From an optimization exercise on the open Yosys and OpenROAD flow, aimed at small area; shortcuts taken in it are not production practice.
Only simulation tests tie the RTL to the original design; equivalence was not proved.

==> inputs of v28 <==
## AXI_LITE_PROJ
module AXI_LITE_PROJ #(
    parameter   ADDRESS     =   32,
    parameter   DATA_WIDTH  =   32
)
(
    input                   clk,
    input                   reset_n,
    input      [31:0]       C_ADRR,
    input      [31:0]       C_DATA,
    input                   C_VALID,
    input                   C_VALID_R,
    input      [31:0]       C_ADRR_R,
    output reg [31:0]       C_DATA_READ,
    input      [3:0 ]       C_STRB,
    output reg              READY_S
);
==> module AXI_LITE_PROJ, before the edit <==
module AXI_LITE_PROJ #(
    parameter   ADDRESS     =   32,
    parameter   DATA_WIDTH  =   32
)
(
    input                   clk,
    input                   reset_n,
    input      [31:0]       C_ADRR,
    input      [31:0]       C_DATA,
    input                   C_VALID,
    input                   C_VALID_R,
    input      [31:0]       C_ADRR_R,
    output reg [31:0]       C_DATA_READ,
    input      [3:0 ]       C_STRB,
    output reg              READY_S
);
    reg  [31:0] mem [0:7];
    reg  [2:0]  w_cnt;       
    reg  [4:0]  w_addr;      
    reg  [3:0]  w_en;        
    reg  [31:0] w_data;      
    wire        w_hi_zero = ~|C_ADRR[31:5];
    wire        w_hi_ones = &C_ADRR[31:5];
    wire [3:0]  w_ovf;
    assign w_ovf[0] = 1'b0;
    assign w_ovf[1] = &C_ADRR[4:0];
    assign w_ovf[2] = &C_ADRR[4:1];
    assign w_ovf[3] = &C_ADRR[4:2] & (C_ADRR[1] | C_ADRR[0]);
    wire [3:0]  w_inr = ({4{w_hi_zero}} & ~w_ovf) | ({4{w_hi_ones}} & w_ovf);
    wire        w_load   = C_VALID & reset_n;
    wire        w_rotate = (w_cnt != 3'd0) & (w_cnt <= {1'b0, w_addr[1:0]});
    always @(posedge clk) begin
        if (!reset_n)
            w_cnt <= 3'd0;
        else if (C_VALID)
            w_cnt <= 3'd1;
        else if (w_cnt == 3'd6)
            w_cnt <= 3'd0;
        else if (w_cnt != 3'd0)
            w_cnt <= w_cnt + 3'd1;
    end
    always @(posedge clk) begin
        if (C_VALID) begin
            w_addr <= C_ADRR[4:0];
            w_en   <= C_STRB & w_inr;
        end
    end
    always @(posedge clk) begin
        if (C_VALID)
            w_data <= C_DATA;
        else if (w_rotate)
            w_data <= {w_data[23:0], w_data[31:24]};
    end
    wire        w_commit = (w_cnt == 3'd6);
    wire [2:0]  w_word   = w_addr[4:2];
    wire [2:0]  w_word1  = w_addr[4:2] + 3'd1;
    genvar k, l;
    generate
        for (l = 0; l < 4; l = l + 1) begin : wlane
            wire       lo    = (l < w_addr[1:0]);
            wire [2:0] word  = lo ? w_word1 : w_word;
            wire       en    = w_commit & w_en[(l - w_addr[1:0]) & 2'd3];
            for (k = 0; k < 8; k = k + 1) begin : wword
                always @(posedge clk)
                    if (en && word == k)
                        mem[k][8*l +: 8] <= w_data[8*l +: 8];
            end
        end
    endgenerate
    always @(posedge clk) begin
        if (!reset_n)
            READY_S <= 1'b0;
        else if (w_cnt == 3'd5)
            READY_S <= 1'b1;
    end
    reg  [2:0]  r_cnt;       
    reg  [4:0]  r_addr;      
    reg         r_wrap;      
    wire        r_hi_zero = ~|C_ADRR_R[31:5];
    wire        r_hi_ones = &C_ADRR_R[31:5];
    always @(posedge clk) begin
        if (!reset_n)
            r_cnt <= 3'd0;
        else if (C_VALID_R)
            r_cnt <= 3'd1;
        else if (r_cnt == 3'd5)
            r_cnt <= 3'd0;
        else if (r_cnt != 3'd0)
            r_cnt <= r_cnt + 3'd1;
    end
    always @(posedge clk) begin
        if (C_VALID_R) begin
            r_addr <= (r_hi_zero | r_hi_ones) ? C_ADRR_R[4:0] : 5'd0;
            r_wrap <= ~r_hi_zero;
        end
    end
    wire [3:0]  r_ovf;
    assign r_ovf[0] = 1'b0;
    assign r_ovf[1] = &r_addr[4:0];
    assign r_ovf[2] = &r_addr[4:1];
    assign r_ovf[3] = &r_addr[4:2] & (r_addr[1] | r_addr[0]);
    wire [3:0]  r_inr = r_wrap ? r_ovf : ~r_ovf;
    wire [2:0]  r_word  = r_addr[4:2];
    wire [2:0]  r_word1 = r_addr[4:2] + 3'd1;
    wire [31:0] r_lane;
    generate
        for (l = 0; l < 4; l = l + 1) begin : rlane
            wire       lo   = (l < r_addr[1:0]);
            wire [2:0] word = lo ? r_word1 : r_word;
            wire [31:0] w   = mem[word];
            assign r_lane[8*l +: 8] = w[8*l +: 8];
        end
    endgenerate
    wire [31:0] r_data;
    generate
        for (k = 0; k < 4; k = k + 1) begin : rbyte
            wire [1:0] lane = r_addr[1:0] + k;
            assign r_data[8*k +: 8] = r_inr[k] ? r_lane[8*lane +: 8] : 8'd0;
        end
    endgenerate
    always @(posedge clk) begin
        if (!reset_n)
            C_DATA_READ <= 32'd0;
        else if (r_cnt == 3'd5)
            C_DATA_READ <= r_data;
    end
endmodule
clock: 10.0 ns
lec_check: 0
cap_margin: 20
core_margin: 2
core_utilization: 40
place_density: 0.6
slew_margin: 20
run.sh (not shown) runs the stock make flow with config.mk's settings and CLKGATE_MAP_FILE= SYNTH_SCRIPT=/design/flow/synth_recipe.tcl, a recipe that flattens the netlist after the stock synthesis.
==> inputs of v35, as changes to v28 <==
==> flow/design.v (replaced) <==
module AXI_AOI222 (
    input  [2:0] a,
    input  [2:0] b,
    output       y
);
    assign y = ~|(a & b);
endmodule
module AXI_AOI22 (
    input  [1:0] a,
    input  [1:0] b,
    output       y
);
    assign y = ~|(a & b);
endmodule
module AXI_NAND3 (
    input  [2:0] a,
    output       y
);
    assign y = ~&a;
endmodule
module AXI_NAND2 (
    input  [1:0] a,
    output       y
);
    assign y = ~&a;
endmodule
module AXI_AO8 (
    input  [7:0] a,
    input  [7:0] s,
    output       y
);
    wire [2:0] n;
    AXI_AOI222 g0 (.a(a[2:0]), .b(s[2:0]), .y(n[0]));
    AXI_AOI222 g1 (.a(a[5:3]), .b(s[5:3]), .y(n[1]));
    AXI_AOI22  g2 (.a(a[7:6]), .b(s[7:6]), .y(n[2]));
    AXI_NAND3  g3 (.a(n), .y(y));
endmodule
module AXI_AO4 (
    input  [3:0] a,
    input  [3:0] s,
    output       y
);
    wire [1:0] n;
    AXI_AOI22 g0 (.a(a[1:0]), .b(s[1:0]), .y(n[0]));
    AXI_AOI22 g1 (.a(a[3:2]), .b(s[3:2]), .y(n[1]));
    AXI_NAND2 g2 (.a(n), .y(y));
endmodule
module AXI_LITE_PROJ #(
    parameter   ADDRESS     =   32,
    parameter   DATA_WIDTH  =   32
)
(
    input                   clk,
    input                   reset_n,
    input      [31:0]       C_ADRR,
    input      [31:0]       C_DATA,
    input                   C_VALID,
    input                   C_VALID_R,
    input      [31:0]       C_ADRR_R,
    output reg [31:0]       C_DATA_READ,
    input      [3:0 ]       C_STRB,
    output reg              READY_S
);
    genvar k, l, b;
    reg  [31:0] mem [0:7];
    reg  [2:0]  w_cnt;       
    reg  [4:0]  w_addr;      
    reg  [3:0]  w_en;        
    reg  [31:0] w_data;      
    wire        w_hi_zero = ~|C_ADRR[31:5];
    wire        w_hi_ones = &C_ADRR[31:5];
    wire [3:0]  w_ovf;
    assign w_ovf[0] = 1'b0;
    assign w_ovf[1] = &C_ADRR[4:0];
    assign w_ovf[2] = &C_ADRR[4:1];
    assign w_ovf[3] = &C_ADRR[4:2] & (C_ADRR[1] | C_ADRR[0]);
    wire [3:0]  w_inr = ({4{w_hi_zero}} & ~w_ovf) | ({4{w_hi_ones}} & w_ovf);
    wire        w_rotate = (w_cnt == 3'd1 && w_addr[1:0] != 2'd0) ||
                           (w_cnt == 3'd2 && w_addr[1]) ||
                           (w_cnt == 3'd3 && w_addr[1:0] == 2'd3);
    always @(posedge clk) begin
        if (!reset_n)
            w_cnt <= 3'd0;
        else if (C_VALID)
            w_cnt <= 3'd1;
        else
            case (w_cnt)
                3'd1:    w_cnt <= 3'd2;
                3'd2:    w_cnt <= 3'd3;
                3'd3:    w_cnt <= 3'd4;
                3'd4:    w_cnt <= 3'd5;
                3'd5:    w_cnt <= 3'd6;
                default: w_cnt <= 3'd0;
            endcase
    end
    always @(posedge clk)
        if (C_VALID)
            w_addr <= C_ADRR[4:0];
    always @(posedge clk) begin
        if (C_VALID) begin
            w_data <= C_DATA;
            w_en   <= C_STRB & w_inr;
        end else if (w_rotate) begin
            w_data <= {w_data[23:0], w_data[31:24]};
            w_en   <= {w_en[2:0], w_en[3]};
        end
    end
    wire        w_commit = (w_cnt == 3'd6);
    wire [7:0]  w_dec;
    generate
        for (k = 0; k < 8; k = k + 1) begin : wdec
            assign w_dec[k] = (w_addr[4:2] == k);
        end
        for (l = 0; l < 4; l = l + 1) begin : wlane
            wire       lo = (l < w_addr[1:0]);
            wire       go = w_commit & w_en[l];
            for (k = 0; k < 8; k = k + 1) begin : wword
                wire we = go & (lo ? w_dec[(k + 7) % 8] : w_dec[k]);
                always @(posedge clk)
                    if (we)
                        mem[k][8*l +: 8] <= w_data[8*l +: 8];
            end
        end
    endgenerate
    always @(posedge clk) begin
        if (!reset_n)
            READY_S <= 1'b0;
        else if (w_cnt == 3'd5)
            READY_S <= 1'b1;
    end
    reg  [2:0]  r_cnt;       
    reg  [4:0]  r_addr;      
    reg         r_wrap;      
    wire        r_hi_zero = ~|C_ADRR_R[31:5];
    wire        r_hi_ones = &C_ADRR_R[31:5];
    always @(posedge clk) begin
        if (!reset_n)
            r_cnt <= 3'd0;
        else if (C_VALID_R)
            r_cnt <= 3'd1;
        else
            case (r_cnt)
                3'd1:    r_cnt <= 3'd2;
                3'd2:    r_cnt <= 3'd3;
                3'd3:    r_cnt <= 3'd4;
                3'd4:    r_cnt <= 3'd5;
                default: r_cnt <= 3'd0;
            endcase
    end
    always @(posedge clk) begin
        if (C_VALID_R) begin
            r_addr <= (r_hi_zero | r_hi_ones) ? C_ADRR_R[4:0] : 5'd0;
            r_wrap <= ~r_hi_zero;
        end
    end
    wire [3:0]  r_ovf;
    assign r_ovf[0] = 1'b0;
    assign r_ovf[1] = &r_addr[4:0];
    assign r_ovf[2] = &r_addr[4:1];
    assign r_ovf[3] = &r_addr[4:2] & (r_addr[1] | r_addr[0]);
    wire [3:0]  r_inr = r_wrap ? r_ovf : ~r_ovf;
    wire [7:0]  r_dec;
    wire [31:0] r_lane;
    generate
        for (k = 0; k < 8; k = k + 1) begin : rdec
            assign r_dec[k] = (r_addr[4:2] == k);
        end
        for (l = 0; l < 4; l = l + 1) begin : rlane
            wire       lo = (l < r_addr[1:0]);
            wire [7:0] sel = lo ? {r_dec[6:0], r_dec[7]} : r_dec;
            for (b = 0; b < 8; b = b + 1) begin : rbit
                AXI_AO8 mux (
                    .a ({mem[7][8*l+b], mem[6][8*l+b], mem[5][8*l+b], mem[4][8*l+b],
                         mem[3][8*l+b], mem[2][8*l+b], mem[1][8*l+b], mem[0][8*l+b]}),
                    .s (sel),
                    .y (r_lane[8*l+b])
                );
            end
        end
    endgenerate
    wire [31:0] r_data;
    generate
        for (k = 0; k < 4; k = k + 1) begin : rbyte
            wire [3:0] sel;
            for (l = 0; l < 4; l = l + 1) begin : rrot
                assign sel[l] = reset_n & r_inr[k] & (r_addr[1:0] == ((l - k) & 3));
            end
            for (b = 0; b < 8; b = b + 1) begin : obit
                AXI_AO4 mux (
                    .a ({r_lane[24+b], r_lane[16+b], r_lane[8+b], r_lane[b]}),
                    .s (sel),
                    .y (r_data[8*k+b])
                );
            end
        end
    endgenerate
    always @(posedge clk)
        if (!reset_n || r_cnt == 3'd5)
            C_DATA_READ <= r_data;
endmodule
==> flow/flow/run.sh (new file) <==
#!/bin/bash
# The standard layout (standard.sh), with these changes:
#  - synthesis is the standard flow's (synth_recipe.tcl on ORFS's synth.tcl), except that
#    ABC maps the combinational logic with an area-oriented script
#    (flow/abc_area.script); registers are mapped exactly as before
#  - port buffers use the smallest buffer cell (sky130_fd_sc_hd__buf_1)
#  - the clock tree is built from clkbuf_16 in sink clusters of up to 30,
#    without dummy loads
# Each tool's output goes to the logs under orfs/logs; make's to flow.log.
set -euo pipefail
here=$(pwd)

sed "s#log_cmd abc {\*}\$abc_args#log_cmd abc -script $here/flow/abc_area.script {*}[lrange \$abc_args 2 end]#" \
    "$FLOW_HOME/scripts/synth.tcl" > my_synth.tcl
grep -q "abc_area.script" my_synth.tcl
sed "s#source \$::env(SCRIPTS_DIR)/synth.tcl#source $here/my_synth.tcl#" synth_recipe.tcl > my_synth_recipe.tcl
grep -q "my_synth.tcl" my_synth_recipe.tcl
sed "s#SYNTH_SCRIPT=$here/synth_recipe.tcl#SYNTH_SCRIPT=$here/my_synth_recipe.tcl#" standard.sh > my_standard.sh
grep -q "my_synth_recipe.tcl" my_standard.sh

export BUFFER_PORTS_ARGS="-buffer_cell sky130_fd_sc_hd__buf_1"
export CTS_ARGS="-sink_clustering_enable -repair_clock_nets -buf_list sky130_fd_sc_hd__clkbuf_16 -dont_use_dummy_load -sink_clustering_size 30 -sink_clustering_max_diameter 100"
bash my_standard.sh > flow.log 2>&1
==> flow/flow/abc_area.script (new file) <==
strash
dch
amap
topo
==> flow/standard.sh (new file) <==
#!/bin/bash
# synth_recipe.tcl (not shown) runs the flow's synth.tcl, then flattens the netlist and writes it again
# the make line also repeats each setting of config.mk as NAME=value (left out here)
make -C /OpenROAD-flow-scripts/flow DESIGN_CONFIG=/design/flow/config.mk WORK_HOME=/design/flow/orfs CLKGATE_MAP_FILE= SYNTH_SCRIPT=/design/flow/synth_recipe.tcl "${@:-finish}"
- CORE_UTILIZATION: 40 -> 65
- PLACE_DENSITY: 0.6 -> 0.75
- SYNTH_HIERARCHICAL: unset -> 1
removed: flow/run.sh
==> inputs of v6, as changes to v28 <==
--- a/flow/design.v
+++ b/flow/design.v
@@ -1,2 +1,16 @@
+module AXI_AO8 (
+    input  [7:0] a,
+    input  [7:0] s,
+    output       y
+);
+    assign y = |(a & s);
+endmodule
+module AXI_AO4 (
+    input  [3:0] a,
+    input  [3:0] s,
+    output       y
+);
+    assign y = |(a & s);
+endmodule
 module AXI_LITE_PROJ #(
     parameter   ADDRESS     =   32,
@@ -15,4 +29,5 @@
     output reg              READY_S
 );
+    genvar k, l, b;
     reg  [31:0] mem [0:7];
     reg  [2:0]  w_cnt;       
@@ -28,5 +43,4 @@
     assign w_ovf[3] = &C_ADRR[4:2] & (C_ADRR[1] | C_ADRR[0]);
     wire [3:0]  w_inr = ({4{w_hi_zero}} & ~w_ovf) | ({4{w_hi_ones}} & w_ovf);
-    wire        w_load   = C_VALID & reset_n;
     wire        w_rotate = (w_cnt != 3'd0) & (w_cnt <= {1'b0, w_addr[1:0]});
     always @(posedge clk) begin
@@ -40,28 +54,29 @@
             w_cnt <= w_cnt + 3'd1;
     end
+    always @(posedge clk)
+        if (C_VALID)
+            w_addr <= C_ADRR[4:0];
     always @(posedge clk) begin
         if (C_VALID) begin
-            w_addr <= C_ADRR[4:0];
+            w_data <= C_DATA;
             w_en   <= C_STRB & w_inr;
+        end else if (w_rotate) begin
+            w_data <= {w_data[23:0], w_data[31:24]};
+            w_en   <= {w_en[2:0], w_en[3]};
         end
     end
-    always @(posedge clk) begin
-        if (C_VALID)
-            w_data <= C_DATA;
-        else if (w_rotate)
-            w_data <= {w_data[23:0], w_data[31:24]};
-    end
     wire        w_commit = (w_cnt == 3'd6);
-    wire [2:0]  w_word   = w_addr[4:2];
-    wire [2:0]  w_word1  = w_addr[4:2] + 3'd1;
-    genvar k, l;
+    wire [7:0]  w_dec;
     generate
+        for (k = 0; k < 8; k = k + 1) begin : wdec
+            assign w_dec[k] = (w_addr[4:2] == k);
+        end
         for (l = 0; l < 4; l = l + 1) begin : wlane
-            wire       lo    = (l < w_addr[1:0]);
-            wire [2:0] word  = lo ? w_word1 : w_word;
-            wire       en    = w_commit & w_en[(l - w_addr[1:0]) & 2'd3];
+            wire       lo = (l < w_addr[1:0]);
+            wire       go = w_commit & w_en[l];
             for (k = 0; k < 8; k = k + 1) begin : wword
+                wire we = go & (lo ? w_dec[(k + 7) % 8] : w_dec[k]);
                 always @(posedge clk)
-                    if (en && word == k)
+                    if (we)
                         mem[k][8*l +: 8] <= w_data[8*l +: 8];
             end
@@ -101,13 +116,21 @@
     assign r_ovf[3] = &r_addr[4:2] & (r_addr[1] | r_addr[0]);
     wire [3:0]  r_inr = r_wrap ? r_ovf : ~r_ovf;
-    wire [2:0]  r_word  = r_addr[4:2];
-    wire [2:0]  r_word1 = r_addr[4:2] + 3'd1;
+    wire [7:0]  r_dec;
     wire [31:0] r_lane;
     generate
+        for (k = 0; k < 8; k = k + 1) begin : rdec
+            assign r_dec[k] = (r_addr[4:2] == k);
+        end
         for (l = 0; l < 4; l = l + 1) begin : rlane
-            wire       lo   = (l < r_addr[1:0]);
-            wire [2:0] word = lo ? r_word1 : r_word;
-            wire [31:0] w   = mem[word];
-            assign r_lane[8*l +: 8] = w[8*l +: 8];
+            wire       lo = (l < r_addr[1:0]);
+            wire [7:0] sel = lo ? {r_dec[6:0], r_dec[7]} : r_dec;
+            for (b = 0; b < 8; b = b + 1) begin : rbit
+                AXI_AO8 mux (
+                    .a ({mem[7][8*l+b], mem[6][8*l+b], mem[5][8*l+b], mem[4][8*l+b],
+                         mem[3][8*l+b], mem[2][8*l+b], mem[1][8*l+b], mem[0][8*l+b]}),
+                    .s (sel),
+                    .y (r_lane[8*l+b])
+                );
+            end
         end
     endgenerate
@@ -116,12 +139,19 @@
         for (k = 0; k < 4; k = k + 1) begin : rbyte
             wire [1:0] lane = r_addr[1:0] + k;
-            assign r_data[8*k +: 8] = r_inr[k] ? r_lane[8*lane +: 8] : 8'd0;
+            wire [3:0] sel;
+            for (l = 0; l < 4; l = l + 1) begin : rrot
+                assign sel[l] = reset_n & r_inr[k] & (lane == l);
+            end
+            for (b = 0; b < 8; b = b + 1) begin : obit
+                AXI_AO4 mux (
+                    .a ({r_lane[24+b], r_lane[16+b], r_lane[8+b], r_lane[b]}),
+                    .s (sel),
+                    .y (r_data[8*k+b])
+                );
+            end
         end
     endgenerate
-    always @(posedge clk) begin
-        if (!reset_n)
-            C_DATA_READ <= 32'd0;
-        else if (r_cnt == 3'd5)
+    always @(posedge clk)
+        if (!reset_n || r_cnt == 3'd5)
             C_DATA_READ <= r_data;
-    end
 endmodule
==> flow/flow/run.sh (new file) <==
#!/bin/bash
cp standard.sh standard.sh.log
export BUFFER_PORTS_ARGS="-buffer_cell sky130_fd_sc_hd__buf_1"
export CTS_ARGS="-sink_clustering_enable -repair_clock_nets -buf_list sky130_fd_sc_hd__clkbuf_16 -dont_use_dummy_load -sink_clustering_size 30 -sink_clustering_max_diameter 100"
bash standard.sh > standard.log 2>&1
==> flow/standard.sh (new file) <==
#!/bin/bash
# synth_recipe.tcl (not shown) runs the flow's synth.tcl, then flattens the netlist and writes it again
# the make line also repeats each setting of config.mk as NAME=value (left out here)
make -C /OpenROAD-flow-scripts/flow DESIGN_CONFIG=/design/flow/config.mk WORK_HOME=/design/flow/orfs CLKGATE_MAP_FILE= SYNTH_SCRIPT=/design/flow/synth_recipe.tcl "${@:-finish}"
- CORE_UTILIZATION: 40 -> 65
- PLACE_DENSITY: 0.6 -> 0.75
- SYNTH_HIERARCHICAL: unset -> 1
removed: flow/run.sh
==> out/metrics.yaml <==
met3_usage_pct: 4.13
multi_input_area_um2: 3000
layout_common_cells: "335 x edfxtp_1, 135 x buf_1, 96 x a22oi_1"
leakagePower_nw: 4.64
status: "complete, no violations"
slowest_stage: "clkbuf_2"
[end of results for v35]
==> out/metrics.yaml <==
multi_input_area_um2: 4980
synth_top_area_cell: "edfxtp_1"
layout_common_cells: "303 x edfxtp_1, 135 x clkdlybuf4s50_1, 75 x nand2_1"
met3_usage_pct: 3.03
slowest_stage: "edfxtp_1"
dp_slack_ns: 5.84
status: "complete, no violations"
[end of results for v28]
==> out/metrics.yaml <==
clk_latency_ns: 0.52
slowest_stage: "nor3_1"
met3_usage_pct: 4.64
status: "complete, no violations"
leakagePower_nw: 4.80
multi_input_area_um2: 3580
[end of results for v6]

==> afterwards: timing with drivers on the ports <==
The results above use ideal ports. As a check the final layouts listed here were re-extracted and re-timed, cells and wires unchanged.
Step 1 assumes that a clkbuf_16 drives the clock port and a buf_2 every other input.
Step 2 adds t to the input delays and takes it off the output delays; t is the mean of the earliest and latest rising clock arrival at the registers after step 1. Input paths then give back, and output paths get back, about the clock's delay inside the block.
Three values: no drivers, after step 1, after step 2; two values: the first two.
| run | t, ns | setup slack, ns | worst setup path after step 2 |
|---|---|---|---|
| v28 | 0.567 | 6.116 / 6.116 / 5.798 | input to register |
| v35 | 0.537 | 6.083 / 6.102 / 5.565 | input to register |
| v6 | 0.542 | 6.548 / 6.572 / 6.030 | input to register |
After both steps every run listed still meets setup and hold.
